This is an optimization exercise on Yosys and OpenROAD, whose aim is small area, not a production implementation. No functional check of the RTL was part of any run shown here.

==> flow/design.v (outline; a module is shown in full before it is edited, if it fits) <==
// module foc_svpwm: 875 lines
// module fa: 10 lines
// module rca: 16 lines
// module cmuln: 18 lines
// module cmuli: 21 lines
module foc_svpwm (
        input clk,
        input rst,
        input [17:0] theta,
        input theta_valid,
        output [47:0] comp1,
        output [47:0] comp2,
        output comp_valid
    );
  // ...
==> flow/run.sh <==
#!/bin/bash
# synth_recipe.tcl (not shown) runs the flow's synth.tcl, then flattens the netlist and writes it again
# the make line also repeats each setting of config.mk as NAME=value (left out here)
make -C /OpenROAD-flow-scripts/flow DESIGN_CONFIG=/design/flow/config.mk WORK_HOME=/design/flow/orfs CLKGATE_MAP_FILE= SYNTH_SCRIPT=/design/flow/synth_recipe.tcl finish
==> flow/config.mk <==
export PLATFORM = sky130hd
export DESIGN_NAME = foc_svpwm
export DESIGN_NICKNAME = foc_svpwm
export VERILOG_FILES = /design/flow/design.v
export SDC_FILE = /design/flow/constraint.sdc
export NUM_CORES = 4
export LEC_CHECK = 0
export CAP_MARGIN = 20
export CORE_MARGIN = 2
export CORE_UTILIZATION = 75
export CTS_BUF_LIST = sky130_fd_sc_hd__clkbuf_4 sky130_fd_sc_hd__clkbuf_8
export CTS_CLUSTER_DIAMETER = 50
export CTS_CLUSTER_SIZE = 16
export SLEW_MARGIN = 20
==> flow/constraint.sdc <==
create_clock -name core_clock -period 10.0 [get_ports {clk}]
set_input_delay 2.0000 -clock core_clock [delete_from_list [all_inputs] [get_ports {clk}]]
set_output_delay 2.0000 -clock core_clock [all_outputs]
set_load 0.01 [all_outputs]
==> results_dict.tcl, run 1 <==
set metrics [dict create \
    top_usage_layer "met2" \
    highest_layer "met4" \
    hold_viol 0 \
    tritoncts "yes" \
    critPathLaunchType "flop" \
    crit-reg2reg-launch "r1_u5" \
    ys_top_cells_by_count "inv_1 (627), fa_1 (504), dfxtp_1 (439), ha_1 (221), xnor2_1 (153)" \
    routed_via_density 5.51 \
    postCtsHoldBufs 0 \
    dp_hpwl_um 51800 \
    synth_cell_types 82 \
    async_reset_ff_frac 0.0266 \
    slew_viol_final 0 \
    grt_pass1_wl_um 109000 \
    status "no timing/DRC/antenna violations" \
    synth_edf_count 0 \
    dp_cells 3501 \
    seq_cells 451 \
    gp_congestion 0.884 \
    synth_top_flop_cell "dfxtp_1" \
    worst-r2r-cell-count 24 \
    synth-seq-cells 451 \
    synth_top_family_by_area "adder cells" \
    final_common_cell "inv_1" \
]
==> run 2, diff against run 1 <==
--- a/flow/design.v
+++ b/flow/design.v
@@ -8,30 +8,61 @@
         output [47:0] comp2,
         output comp_valid
     );
     wire signed [17:0] th = theta;
     wire qa = th > 18'sd51471;
     wire qb = th < -18'sd51471;
     wire [16:0] z0 = qa ? (17'd102943 - theta[16:0]) : qb ? (-theta[16:0] - 17'd102943) : theta[16:0];
     wire n0 = z0[16];
-    wire [15:0] z1 = n0 ? z0[15:0] + 16'd25736 : z0[15:0] - 16'd25736;
-    wire n1 = z1[15];
-    wire [14:0] z2 = n1 ? z1[14:0] + 15'd15193 : z1[14:0] - 15'd15193;
-    reg qA; reg [1:0] pA; reg [14:0] z2A;
-    always @(posedge clk) begin qA <= qa | qb; pA <= {n0, n1}; z2A <= z2; end
-    wire n2 = z2A[14];
-    wire [13:0] z3 = n2 ? z2A[13:0] + 14'd8027 : z2A[13:0] - 14'd8027;
-    wire n3 = z3[13];
-    wire [12:0] z4 = n3 ? z3[12:0] + 13'd4075 : z3[12:0] - 13'd4075;
-    wire n4 = z4[12];
-    wire [11:0] z5 = n4 ? z4[11:0] + 12'd2045 : z4[11:0] - 12'd2045;
+    wire signed [16:0] z0s = z0;
+    wire n1 = n0 ? (z0s < -17'sd25736) : (z0s < 17'sd25736);
+    reg signed [16:0] t2;
+    always @(*) begin
+        case ({n0, n1})
+            2'b00: t2 = 17'sd40929;
+            2'b01: t2 = 17'sd10543;
+            2'b10: t2 = -17'sd10543;
+            default: t2 = -17'sd40929;
+        endcase
+    end
+    wire n2 = z0s < t2;
+    wire [14:0] z2 = z0[14:0] - t2[14:0];
+    reg qA; reg [2:0] pA; reg [14:0] z2A;
+    always @(posedge clk) begin qA <= qa | qb; pA <= {n0, n1, n2}; z2A <= z2; end
+    wire signed [14:0] z2s = z2A;
+    wire n3 = pA[0] ? (z2s < -15'sd8027) : (z2s < 15'sd8027);
+    reg signed [14:0] t4;
+    always @(*) begin
+        case ({pA[0], n3})
+            2'b00: t4 = 15'sd12102;
+            2'b01: t4 = 15'sd3952;
+            2'b10: t4 = -15'sd3952;
+            default: t4 = -15'sd12102;
+        endcase
+    end
+    wire n4 = z2s < t4;
+    reg [11:0] t5;
+    always @(*) begin
+        case ({pA[0], n3, n4})
+            3'b000: t5 = 12'd1859;
+            3'b001: t5 = 12'd1865;
+            3'b010: t5 = 12'd1901;
+            3'b011: t5 = 12'd1907;
+            3'b100: t5 = 12'd2189;
+            3'b101: t5 = 12'd2195;
+            3'b110: t5 = 12'd2231;
+            3'b111: t5 = 12'd2237;
+            default: t5 = 12'd0;
+        endcase
+    end
+    wire [11:0] z5 = z2A[11:0] - t5;
     reg [16:0] x5t, y5t;
     always @(*) begin
-        case ({pA, n2, n3, n4})
+        case ({pA, n3, n4})
             5'd1: begin x5t = 17'd487; y5t = 17'd32743; end
             5'd2: begin x5t = 17'd4528; y5t = 17'd32431; end
             5'd3: begin x5t = 17'd8530; y5t = 17'd31615; end
             5'd4: begin x5t = 17'd12144; y5t = 17'd30410; end
             5'd5: begin x5t = 17'd15836; y5t = 17'd28662; end
             5'd6: begin x5t = 17'd19256; y5t = 17'd26485; end
             5'd7: begin x5t = 17'd22404; y5t = 17'd23883; end
             5'd8: begin x5t = 17'd23883; y5t = 17'd22404; end
==> flow/config.mk (replaced) <==
export PLATFORM = sky130hd
export DESIGN_NAME = foc_svpwm
export DESIGN_NICKNAME = foc_svpwm
export VERILOG_FILES = /design/flow/design.v
export SDC_FILE = /design/flow/constraint.sdc
export NUM_CORES = 4
export LEC_CHECK = 0
export ABC_AREA = 1
export CAP_MARGIN = 20
export CORE_MARGIN = 2
export CORE_UTILIZATION = 75
export CTS_BUF_LIST = sky130_fd_sc_hd__clkbuf_4 sky130_fd_sc_hd__clkbuf_8
export CTS_CLUSTER_DIAMETER = 50
export CTS_CLUSTER_SIZE = 16
export SLEW_MARGIN = 20
==> run 2 against run 1 <==
  * Flip-flop and latch count is 1 higher
  * Core utilization is 0.13 points higher
  * Wire length is 1.8% lower
  * Clock skew is 0.027 ns lower
  * Register-to-register slack worse by 0.14 ns
  * Die area is 2.8% lower
  * Global-route usage is 0.46 points higher
  * Highest routed layer unchanged
==> results_dict.tcl, run 2 <==
set metrics [dict create \
    status "no timing/DRC/antenna violations" \
    grt_pass1_vias 21600 \
    cts.path.max_buffers 3 \
    cts_buffers 43 \
    clock_latency_ns 0.65 \
    cts_sinks 452 \
    root_buffer "clkbuf_8" \
    first_iter_violations 1079 \
    startpoint "r2_u7" \
    syn_inst 2972 \
    dp_hpwl_um 50200 \
    max_stage_delay_ns 0.81 \
    grtUsageTotal 0.321 \
    yosysTopAreaCellShare 0.330 \
    cp_slowest_cell "xor2_1" \
    final_common_cell "inv_1" \
    std_cell_rows 74 \
    relSlewSlack 0.316 \
    antenna_cells 0 \
    routed_via_density 5.30 \
    dp_cells 3548 \
    die_w_um 206 \
    synth-seq-cells 452 \
    dpl-instance-area_mm2 0.0320 \
    crit_type "reg -> reg" \
    r2r-end "r3_x10_5" \
    hold_class "reg -> reg" \
    layout_common_cells "inv_1 (736), fa_1 (505), dfxtp_1 (440)" \
    synth_top_area_cell "fa_1" \
    worstHoldPathCells 0 \
    die_area_mm2 0.0425 \
    min_period_ns 9.34 \
    ioPinCount 118 \
    cts_resized 0 \
    antenna_found_initial 0 \
    worstPathMaxFanout 7 \
    clock.fmax_ghz 0.107 \
    critPathTopFamily "adder cells" \
    wirelength_um 64200 \
    hold_start "r7_q" \
    setup_violations 0 \
    slew_viol_final 0 \
    critPathRequiredTime_ns 10.54 \
    critPathLaunchType "flop" \
    hold_viol 0 \
    worst-path-buf-inv 5 \
    hold_end "r8_q" \
    grt_max_degree 57 \
    worst-r2r-cell-count 26 \
    synth_area_per_cell_um2 10.3 \
    worstMarginPinSlew_ns 1.02 \
    async_reset_ff_frac 0.0265 \
    wire_per_inst_um 17.7 \
    finalClockSkew_ns 0.0214 \
    synth_cell_types 58 \
    timing.final.crit_share 0.934 \
    final_cells 3622 \
    tritoncts "yes" \
    reg2reg_slack_ns 0.66 \
    worst-path-stages 26 \
    htree_levels 2 \
    netlist_area_mm2 0.0306 \
    via_count 19200 \
    first_pass_iters 7 \
    cp_common_cell "fa_1" \
    start_util 0.755 \
    grt_pass1_wl_um 105000 \
    worst_ep_arrival_time_ns 9.88 \
    fin_tns_setup_ns 0 \
    endpoint_kind "flop" \
    drive_gt1_frac 0.0443 \
    synth_edf_count 0 \
    antenna_left 0 \
    grt.overflow.total 0 \
    syn_to_final_growth_pct 7.77 \
    coreArea_mm2 0.0406 \
    cap_violations 0 \
    synth_top_flop_cell "dfxtp_1" \
    rsz0062_at_grt "false" \
    cts_setup_buffers 0 \
    path_clk_slew_ns 0.10 \
    numPortBuffers 96 \
    ys_top_cells_by_count "inv_1 (736), fa_1 (505), dfxtp_1 (440), nand2_1 (300), ha_1 (191)" \
    drc 0 \
    nets 3778 \
    gp_congestion 0.923 \
    postCtsHoldBufs 0 \
    yosys_warnings 1 \
    synth_most_common_cell "inv_1" \
    crit-reg2reg-launch "r2_u7" \
    final_area_mm2 0.0330 \
    ys_seq_area_frac 0.298 \
    chipHeight_um 206 \
    synth_area_leaders "fa_1 (33%), dfxtp_1 (29%), inv_1 (9.0%)" \
]
-- run 2: cell types whose count changed after synthesis, sizes merged, moves of 27 or more --
cell | previous run | this run
a21oi | 116 | 64
nor2 | 129 | 76
a21o | 28 | 1
ha | 221 | 191
nand2 | 101 | 312
nand3 | 14 | 61
xnor2 | 154 | 103
inv | 630 | 745
o21ai | 87 | 136
-- run 2: per-layer routing --
| layer | routed length [µm] | vias to the layer above | GRT usage |
|---|---|---|---|
| met2 | 35100 | 466 | 0.597 |
| li1 | - | 8929 | - |
| met5 | 0 | - | 0 |
| met4 | 3280 | 0 | 0.158 |
| met3 | 2570 | 217 | 0.0492 |
| met1 | 23200 | 9577 | 0.359 |
-- run 2: worst max path at each step --
stage               end  slack [ns]
6_report       r3_x10_5        0.66
2_1_floorplan   r2_x8_6        1.15
3_3_place_gp    r2_x8_6        1.05
3_5_place_dp    r2_x8_6        0.75
4_1_cts        r3_x10_5        0.58
5_1_grt        r3_x10_5        0.21
-- run 2: metrics by stage --
| step | utilization | setup slack [ns] | hold WS [ns] |
|---|---|---|---|
| final | 0.814 | 0.656 | 0.322 |
| after global routing | 0.814 | 0.208 | 0.328 |
| after CTS | 0.813 | 0.578 | 0.324 |
| after detailed placement | 0.789 | 0.753 | 0.313 |
| after global placement | 0.789 | 1.05 | 0.311 |
| after floorplan | - | 1.15 | 0.310 |
-- run 2: cells by family after synthesis --
kind of cell    after synthesis  share of synthesized area
simple gates                476                     0.0662
compound gates              272                     0.0509
other cells                   1                   0.000122
mux                           4                    0.00139
buf+inv                     830                      0.106
xor+xnor                    241                     0.0692
flops                       452                      0.298
fa+ha+maj                   696                      0.408
-- run 2: cell type report --
class,count,area (µm²)
multi-input cells,1710,18400
flip-flops and latches,452,9110
clock inverters,22,312
well taps,532,666
inverters,745,2800
repair buffers,109,1060
clock buffers,52,697
fillers,2319,7560
-- run 2: worst reg2reg max path, cell delays in order, from the launching register on --
cell and delay (ns):
dfxtp_1 0.51, xnor2_1 0.16, fa_1 0.45, fa_1 0.39, inv_1 0.09, fa_1 0.20, inv_1 0.06, fa_1 0.43
fa_1 0.44, fa_1 0.43, fa_1 0.43, fa_1 0.43, fa_1 0.45, xor2_1 0.21, xor2_1 0.81, inv_1 0.25
fa_1 0.45, inv_1 0.12, fa_1 0.23, fa_1 0.46, xnor2_1 0.17, fa_1 0.44, fa_1 0.39, fa_1 0.39
fa_1 0.38, inv_1 0.08, fa_1 0.40

-- afterwards: timing with drivers on the ports --
No port has a modelled driver above. Below, the same layouts with a new extraction and two added sets of constraints.
Step 1 (the two cells are an assumption about what drives the block):
set clk [get_ports {clk}]
set_driving_cell -lib_cell sky130_fd_sc_hd__clkbuf_16 $clk
set_driving_cell -lib_cell sky130_fd_sc_hd__buf_2 [delete_from_list [all_inputs] $clk]
Step 2 times the ports against the registers' clock, not the clock port: input delays grow and output delays shrink by t, the midpoint of the rising clock arrivals with the driver on.
Three values: ideal, step 1, step 2; two values: the first two.
run | t (ns) | setup WS [ns] | slew at the worst register clock pin (ns)
run 1 | 0.684 | 0.794 / 0.794 / 0.628 | 0.10 / 0.10
run 2 | 0.690 | 0.656 / 0.656 / 0.656 | 0.10 / 0.10
After both steps setup and hold are still met in every run listed. The setup slack of run 1, which loses most, moves by 0.000 ns with the drivers and by -0.166 ns with both steps.
